This is an optimization exercise on Yosys and OpenROAD, whose aim is small area, not a production implementation. Function was checked by simulation only, so behaviour that the tests miss may differ from the original.

Design current_filter, start of the top module:
module current_filter (pClk, pRst, pFilterIn, pFilterOut);
  input         pClk;
  input         pRst;
  input  [15:0] pFilterIn;
  output [15:0] pFilterOut;
  reg [15:0] r1;
  reg [15:0] r2;
  reg [15:0] r3;
  reg [15:0] r4;
  reg [15:0] r5;
  reg [15:0] r6;
  reg [15:0] r7;
  reg [15:0] r8;
  reg [15:0] r9;
  reg [15:0] r10;
  reg [15:0] r11;
  reg [15:0] r12;
  reg [15:0] r13;
  reg [15:0] r14;
  reg [15:0] r15;
  reg [15:0] r16;
  reg [15:0] r17;
  reg [15:0] r18;
  reg [15:0] r19;
  reg [15:0] r20;
  reg [15:0] r21;
  reg [15:0] r22;
  reg [15:0] r23;
  wire s1, c2;
  wire s3, c4;
  wire s5, c6;
  wire s7, c8;
  wire s9, c10;
  wire s11, c12;
  wire s13, c14;
  wire s15, c16;
  wire s17, c18;
  wire s19, c20;
  wire s21, c22;
  wire s23, c24;
  wire s25, c26;
  wire s27, c28;
  wire s29, c30;
  wire s31, c32;
  wire s33, c34;
  wire s35, c36;
  wire s37, c38;
  wire s39, c40;
  wire s41, c42;
  ...
Size in the first run: ~460 flip-flops, about 34 I/O pins, roughly 25000 sq um of cells after synthesis.
clock: 7.5 ns
lec_check: 0
cap_margin: 20
core_margin: 2
core_utilization: 85
cts_buf_list: sky130_fd_sc_hd__clkbuf_16
cts_cluster_diameter: 60
cts_cluster_size: 32
gpl_timing_driven: 0
slew_margin: 20
synth_hierarchical: 1
run.sh (not shown) runs the stock make flow with config.mk's settings and CLKGATE_MAP_FILE= SYNTH_SCRIPT=/design/flow/synth_recipe.tcl, a recipe that flattens the netlist after the stock synthesis.
The baseline did not get past clock tree synthesis.
Then changed:
CORE_UTILIZATION = 80   (was 85)
CTS_BUF_LIST = sky130_fd_sc_hd__clkbuf_8   (was sky130_fd_sc_hd__clkbuf_16)
CTS_CLUSTER_SIZE = 18   (was 32)
GPL_TIMING_DRIVEN = unset   (was 0)
The changed run completed with no timing, DRC or antenna violations.
Synthesized area is unchanged.
Synthesized cell count does not change.

========
== run 1 ==
current_filter, a different RTL version from the one above (not shown whole).
For scale: about 1600 cells after synthesis, roughly 460 flip-flops, roughly 23000 sq um of cells after synthesis.
export LEC_CHECK = 0
export CAP_MARGIN = 20
export CORE_MARGIN = 2
export CORE_UTILIZATION = 84
export CTS_BUF_LIST = sky130_fd_sc_hd__clkbuf_8
export CTS_CLUSTER_DIAMETER = 100
export CTS_CLUSTER_SIZE = 16
export SLEW_MARGIN = 20
export SYNTH_HIERARCHICAL = 1
create_clock -name core_clock -period 7.5 [get_ports {pClk}]
standard.sh (not shown) runs the stock make flow with config.mk's settings and CLKGATE_MAP_FILE= SYNTH_SCRIPT=/design/flow/synth_recipe.tcl, a recipe that flattens the netlist after the stock synthesis.
==> flow/flow/run.sh <==
#!/bin/bash
# The standard layout (the standard.sh, all ORFS steps), with the port buffers that
# ORFS's buffer_ports inserts made of the smallest buffer cell instead of its default choice.
set -euo pipefail
bash standard.sh "BUFFER_PORTS_ARGS=-buffer_cell sky130_fd_sc_hd__buf_1" finish > standard.log 2>&1
--- input diff run 1..run 2 ---
Settings: CTS_CLUSTER_DIAMETER changed from 100 to 60; CORE_UTILIZATION changed from 84 to 80; CTS_BUF_LIST changed from sky130_fd_sc_hd__clkbuf_8 to sky130_fd_sc_hd__clkbuf_4; CTS_CLUSTER_SIZE changed from 16 to 10.
### Flow results
Higher data required time at the worst endpoint was reported by run 2, not run 1.
Delta(detailed-routed wire length on met3, run 2 - run 1) < 0
The via density per instance in run 2 is 0.942 times that in run 1.
Cmp run 2 vs run 1: clock period minus worst slack lower in run 2
Modified inputs, run 3 compared to run 2
Settings: CTS_CLUSTER_DIAMETER now 50, was 60; CTS_CLUSTER_SIZE now 8, was 10.
## What came out
- Run 3 reached the final stage; the timing, DRC and antenna checks on its layout passed.
- Between run 2 and run 3, the vias after detailed routing is higher for run 3.
- Comparing run 2 against run 3, there is no change at all in sequential cell count.
- Run 3 does worse than run 2 on minimum setup slack in the final design.
- Synthesized cell count came out exactly the same in run 2 and run 3.
- In run 3 the H-tree depth reported by CTS turned out 1 higher than in run 2.
- On synthesis-to-finish area growth: between run 2 and run 3, it ends up lower for run 2.
- When the final numbers for run 2 and run 3 were put side by side, the utilization turned out to be greater in run 3.
- Number of detailed-route iterations in the first pass in run 3 vs run 2: up 3
- Run 3 falls short of run 2 in achievable frequency.
For run 4, these inputs were changed with respect to run 3:
Settings: changing CTS_CLUSTER_SIZE from 8 to 16; changing CTS_CLUSTER_DIAMETER from 50 to 100; changing CTS_BUF_LIST from sky130_fd_sc_hd__clkbuf_4 to sky130_fd_sc_hd__clkbuf_8.
==> flow/run.sh (new file) <==
#!/bin/bash
# synth_recipe.tcl (not shown) runs the flow's synth.tcl, then flattens the netlist and writes it again
# the make line also repeats each setting of config.mk as NAME=value (left out here)
make -C /OpenROAD-flow-scripts/flow DESIGN_CONFIG=/design/flow/config.mk WORK_HOME=/design/flow/orfs CLKGATE_MAP_FILE= SYNTH_SCRIPT=/design/flow/synth_recipe.tcl finish
removed: flow/flow/run.sh
removed: flow/standard.sh
## What came out
Higher layout cell share with drive strength beyond 1 among run 4 and run 3: run 3. | summed area of non-filler cells in the final layout | run 3 vs run 4 | ≈ equal |. Looking at area share of buffers outside the clock network, run 4 sits 0.75 points above run 3. Per the comparison of run 4 with run 3, basic-gate share of the synthesized area counting and, or, nand and nor cells now sits at about the same level, number of cells after detailed placement now sits at about the same level.
> inputs changed (run 4 -> run 5)
Settings: changing CTS_CLUSTER_SIZE from 16 to 14.
==> flow/flow/run.sh (new file) <==
#!/bin/bash
# The standard layout (the standard.sh, all ORFS steps), with the port buffers that
# ORFS's buffer_ports inserts made of the smallest buffer cell instead of its default choice.
set -euo pipefail
bash standard.sh "BUFFER_PORTS_ARGS=-buffer_cell sky130_fd_sc_hd__buf_1" finish > standard.log 2>&1
==> flow/standard.sh (new file) <==
#!/bin/bash
# synth_recipe.tcl (not shown) runs the flow's synth.tcl, then flattens the netlist and writes it again
# the make line also repeats each setting of config.mk as NAME=value (left out here)
make -C /OpenROAD-flow-scripts/flow DESIGN_CONFIG=/design/flow/config.mk WORK_HOME=/design/flow/orfs CLKGATE_MAP_FILE= SYNTH_SCRIPT=/design/flow/synth_recipe.tcl "${@:-finish}"
removed: flow/run.sh
[summary]
- Taking run 4 as the reference, in run 5 arrival time of the worst setup path has increased; post-detailed-placement cell area shrank by 210 sq um; final core utilization lower.
- Final non-filler cell area improves in run 5 relative to run 4.
- On worst slew margin relative to its limit, the lower figure sits with run 5, not run 4.

========
Another version of the RTL of current_filter (not shown whole).
Size in the first run: ~1700 cells after synthesis, roughly 500 flip-flops, ~34 I/O pins, about 24000 µm² of cells after synthesis.
// current_filter
module current_filter (pClk, pRst, pFilterIn, pFilterOut);
  input         pClk;
  input         pRst;
  input  [15:0] pFilterIn;
  output [15:0] pFilterOut;
  reg [15:0] r1;
  reg [15:0] r2;
  reg [15:0] r3;
  reg [15:0] r4;
  reg [15:0] r5;
  reg [15:0] r6;
  reg [15:0] r7;
  reg [15:0] r8;
  reg [15:0] r9;
  reg [15:0] r10;
  reg [15:0] r11;
  reg [15:0] r12;
  reg [15:0] r13;
  reg [15:0] r14;
  reg [15:0] r15;
  reg [15:0] r16;
  reg [15:0] r17;
  reg [15:0] r18;
  reg [15:0] r19;
  reg [15:0] r20;
  reg [15:0] r21;
  reg [15:0] r22;
  reg [15:0] r23;
  wire s1, c2;
  wire s3, c4;
  wire s5, c6;
  wire s7, c8;
  wire s9, c10;
  wire s11, c12;
  wire s13, c14;
  wire s15, c16;
  wire s17, c18;
  wire s19, c20;
  wire s21, c22;
  wire s23, c24;
  wire s25, c26;
  wire s27, c28;
  wire s29, c30;
  wire s31, c32;
  wire s33, c34;
  wire s35, c36;
  wire s37, c38;
  wire s39, c40;
  wire s41, c42;
  wire s43, c44;
  wire s45, c46;
  wire s47, c48;
  wire s49, c50;
  wire s51, c52;
  wire s53, c54;
  wire s55, c56;
  wire s57, c58;
  wire s59, c60;
  wire s61, c62;
  wire s63, c64;
  wire s65, c66;
  wire s67, c68;
  wire s69, c70;
  wire s71, c72;
  wire s73, c74;
  wire s75, c76;
  wire s77, c78;
  wire s79, c80;
  wire s81, c82;
  wire s83, c84;
  wire s85, c86;
  ...
clock: 7.5 ns
lec_check: 0
cap_margin: 20
core_margin: 2
core_utilization: 80
cts_buf_list: sky130_fd_sc_hd__clkbuf_8
cts_cluster_diameter: 100
cts_cluster_size: 16
slew_margin: 20
synth_hierarchical: 1
run.sh (not shown) runs the stock make flow with config.mk's settings and CLKGATE_MAP_FILE= SYNTH_SCRIPT=/design/flow/synth_recipe.tcl, a recipe that flattens the netlist after the stock synthesis.
Stock flow here: none of the scripts above is used.
The first run finished clean.
==> next run, changes <==
==> flow/flow/run.sh (new file) <==
#!/bin/bash
# The standard layout (the standard.sh, all ORFS steps), with the port buffers that
# ORFS's buffer_ports inserts made of the smallest buffer cell instead of its default choice.
set -euo pipefail
bash standard.sh "BUFFER_PORTS_ARGS=-buffer_cell sky130_fd_sc_hd__buf_1" finish > standard.log 2>&1
==> flow/standard.sh (new file) <==
#!/bin/bash
# synth_recipe.tcl (not shown) runs the flow's synth.tcl, then flattens the netlist and writes it again
# the make line also repeats each setting of config.mk as NAME=value (left out here)
make -C /OpenROAD-flow-scripts/flow DESIGN_CONFIG=/design/flow/config.mk WORK_HOME=/design/flow/orfs CLKGATE_MAP_FILE= SYNTH_SCRIPT=/design/flow/synth_recipe.tcl "${@:-finish}"
removed: flow/run.sh
After rerunning: The changed run finished with timing, DRC and antenna clean; count of clock-buffer cells in the layout climbs by 2; worst setup slack improved by 15 ps; hold slack gains 18 ps; maximum frequency barely changes.

========
run a:
Another version of the RTL of current_filter (not shown whole).
Size: roughly 1700 cells after synthesis, ~460 flip-flops.
// current_filter
module current_filter (pClk, pRst, pFilterIn, pFilterOut);
  input         pClk;
  input         pRst;
  input  [15:0] pFilterIn;
  output [15:0] pFilterOut;
  reg [15:0] r1;
  reg [15:0] r2;
  reg [15:0] r3;
  reg [15:0] r4;
  reg [15:0] r5;
  reg [15:0] r6;
  reg [15:0] r7;
  reg [15:0] r8;
  reg [15:0] r9;
  reg [15:0] r10;
  reg [15:0] r11;
  reg [15:0] r12;
  reg [15:0] r13;
  reg [15:0] r14;
  reg [15:0] r15;
  reg [15:0] r16;
  reg [15:0] r17;
  reg [15:0] r18;
  reg [15:0] r19;
  reg [15:0] r20;
  reg [15:0] r21;
  reg [15:0] r22;
  reg [15:0] r23;
  wire s1, c2;
  wire s3, c4;
  wire s5, c6;
  wire s7, c8;
  wire s9, c10;
  wire s11, c12;
  wire s13, c14;
  wire s15, c16;
  wire s17, c18;
  wire s19, c20;
  wire s21, c22;
  wire s23, c24;
  wire s25, c26;
  wire s27, c28;
  wire s29, c30;
  wire s31, c32;
  wire s33, c34;
  wire s35, c36;
  wire s37, c38;
  wire s39, c40;
  wire s41, c42;
  wire s43, c44;
  wire s45, c46;
  wire s47, c48;
  wire s49, c50;
  wire s51, c52;
  wire s53, c54;
  wire s55, c56;
  wire s57, c58;
  wire s59, c60;
  wire s61, c62;
  wire s63, c64;
  wire s65, c66;
  wire s67, c68;
  wire s69, c70;
  wire s71, c72;
  wire s73, c74;
  wire s75, c76;
  wire s77, c78;
  wire s79, c80;
  wire s81, c82;
  wire s83, c84;
  wire s85, c86;
  wire s87, c88;
  wire s89, c90;
  wire s91, c92;
  wire s93, c94;
  wire s95, c96;
  wire s97, c98;
  wire s99, c100;
  wire s101, c102;
  wire s103, c104;
  wire s105, c106;
  wire s107, c108;
  wire s109, c110;
  ...
==> flow/config.mk <==
export PLATFORM = sky130hd
export DESIGN_NAME = current_filter
export DESIGN_NICKNAME = current_filter
export VERILOG_FILES = /design/flow/design.v
export SDC_FILE = /design/flow/constraint.sdc
export NUM_CORES = 4
export LEC_CHECK = 0
export CAP_MARGIN = 20
export CORE_MARGIN = 2
export CORE_UTILIZATION = 80
export CTS_BUF_LIST = sky130_fd_sc_hd__clkbuf_8
export CTS_CLUSTER_DIAMETER = 150
export CTS_CLUSTER_SIZE = 16
export SLEW_MARGIN = 20
export SYNTH_HIERARCHICAL = 1
==> flow/constraint.sdc <==
create_clock -name core_clock -period 7.5 [get_ports {pClk}]
set_input_delay 1.5000 -clock core_clock [delete_from_list [all_inputs] [get_ports {pClk}]]
set_output_delay 1.5000 -clock core_clock [all_outputs]
set_load 0.01 [all_outputs]
Stock flow here: none of the scripts above is used.
#### Input delta (run b over run a)
Settings: swapping 150 for 100 in CTS_CLUSTER_DIAMETER.
==> flow/flow/run.sh (new file) <==
#!/bin/bash
# The standard layout (the standard.sh, all ORFS steps), with the port buffers that
# ORFS's buffer_ports inserts made of the smallest buffer cell instead of its default choice.
set -euo pipefail
bash standard.sh "BUFFER_PORTS_ARGS=-buffer_cell sky130_fd_sc_hd__buf_1" finish > standard.log 2>&1
==> flow/standard.sh (new file) <==
#!/bin/bash
# synth_recipe.tcl (not shown) runs the flow's synth.tcl, then flattens the netlist and writes it again
# the make line also repeats each setting of config.mk as NAME=value (left out here)
make -C /OpenROAD-flow-scripts/flow DESIGN_CONFIG=/design/flow/config.mk WORK_HOME=/design/flow/orfs CLKGATE_MAP_FILE= SYNTH_SCRIPT=/design/flow/synth_recipe.tcl "${@:-finish}"
removed: flow/run.sh
==> comparison <==
- Run b closes out successfully: all stages finished, all timing, DRC and antenna checks passed.
- Re minimum hold slack: run b and run a aren't equal, and the lower value belongs to run b.
- Run a has a higher routed wire length than run b.
- Global-route total usage across every layer was lower in run b than in run a.
- Final core area utilization delta for run b relative to run a: 0.62 points lower
- | via count normalized by instance count | run a vs run b | ≈ equal |

========
xenon:
Starting RTL as in the previous note.
==> flow/config.mk <==
export PLATFORM = sky130hd
export DESIGN_NAME = current_filter
export DESIGN_NICKNAME = current_filter
export VERILOG_FILES = /design/flow/design.v
export SDC_FILE = /design/flow/constraint.sdc
export NUM_CORES = 4
export LEC_CHECK = 0
export CAP_MARGIN = 20
export CORE_MARGIN = 2
export CORE_UTILIZATION = 80
export CTS_BUF_LIST = sky130_fd_sc_hd__clkbuf_8
export CTS_CLUSTER_DIAMETER = 60
export CTS_CLUSTER_SIZE = 18
export SLEW_MARGIN = 20
export SYNTH_HIERARCHICAL = 1
==> flow/constraint.sdc <==
create_clock -name core_clock -period 7.5 [get_ports {pClk}]
set_input_delay 1.5000 -clock core_clock [delete_from_list [all_inputs] [get_ports {pClk}]]
set_output_delay 1.5000 -clock core_clock [all_outputs]
set_load 0.01 [all_outputs]
Stock flow here: none of the scripts above is used.
Setup changes, xenon to cedar
Settings: swapping 18 for 16 in CTS_CLUSTER_SIZE; swapping 60 for 100 in CTS_CLUSTER_DIAMETER.
==> results.txt <==
- Diff xenon..cedar | fmax | negligible
- As far as final net count is concerned, xenon and cedar perform about the same.
Changes in umber relative to cedar:
Settings: CTS_CLUSTER_SIZE now 13, was 16; CTS_CLUSTER_DIAMETER now 70, was 100.
==> results.txt <==
In summary, cedar completed successfully, with a layout that passed the timing, DRC and antenna checks. umber: no failed stages, no open violations at the end. Clock transition at the registers of the reported paths in umber is 20 ps lower than in cedar. On met2 usage in global routing: between cedar and umber, it ends up lower for cedar. Maximum operating frequency delta (umber -> cedar): insignificant. Compared with cedar, umber shows a lower fraction of standard cell area that is sequential. For final cycle utilization of the critical path, umber and cedar come out practically identical. Compared with cedar, in umber mean cell area of the mapped netlist held steady; fraction of final layout cells with drive strength greater than 1 increased by 0.52 points relative to the old numbers; clock distribution area overhead in the final layout has increased; post-route worst hold slack down 12 ps.

port drivers added, routing unchanged:
Ports are ideal in the flow. The routed layouts listed here were re-timed in OpenROAD. Step 1, drivers: a clkbuf_16 drives pClk and a buf_2 each remaining input, both assumed. Step 2 times the ports against the registers' clock, not the clock port: input delays grow and output delays shrink by t, the midpoint of the rising clock arrivals with the driver on. a / b / c = ideal ports / drivers / drivers and shift; a / b = the first two.
run | t (ns) | setup WS [ns] | worst setup path after step 2
the second run of note 1 | 0.616 | 0.788 / 0.805 / 0.189 | input to register
run 1 | 0.595 | 1.309 / 1.309 / 1.309 | register to register
run 2 | 0.776 | 1.380 / 1.380 / 1.367 | input to register
run 3 | 0.742 | 1.347 / 1.347 / 1.333 | input to register
run 4 | 0.615 | 1.406 / 1.406 / 1.119 | input to register
run 5 | 0.617 | 1.387 / 1.387 / 1.343 | input to register
the first run of note 3 | 0.629 | 1.298 / 1.298 / 0.920 | input to register
the second run of note 3 | 0.621 | 1.314 / 1.314 / 1.244 | input to register
run a | 0.609 | 1.245 / 1.245 / 1.197 | input to register
run b | 0.625 | 1.012 / 1.012 / 1.012 | register to register
xenon | 0.618 | 1.240 / 1.240 / 1.193 | input to register
cedar | 0.609 | 1.245 / 1.245 / 1.197 | input to register
umber | 0.599 | 1.236 / 1.236 / 1.187 | input to register
After both steps every run listed still meets setup and hold. The setup slack of the second run of note 1, which loses most, moves by +0.017 ns with the drivers and by -0.599 ns with both steps.
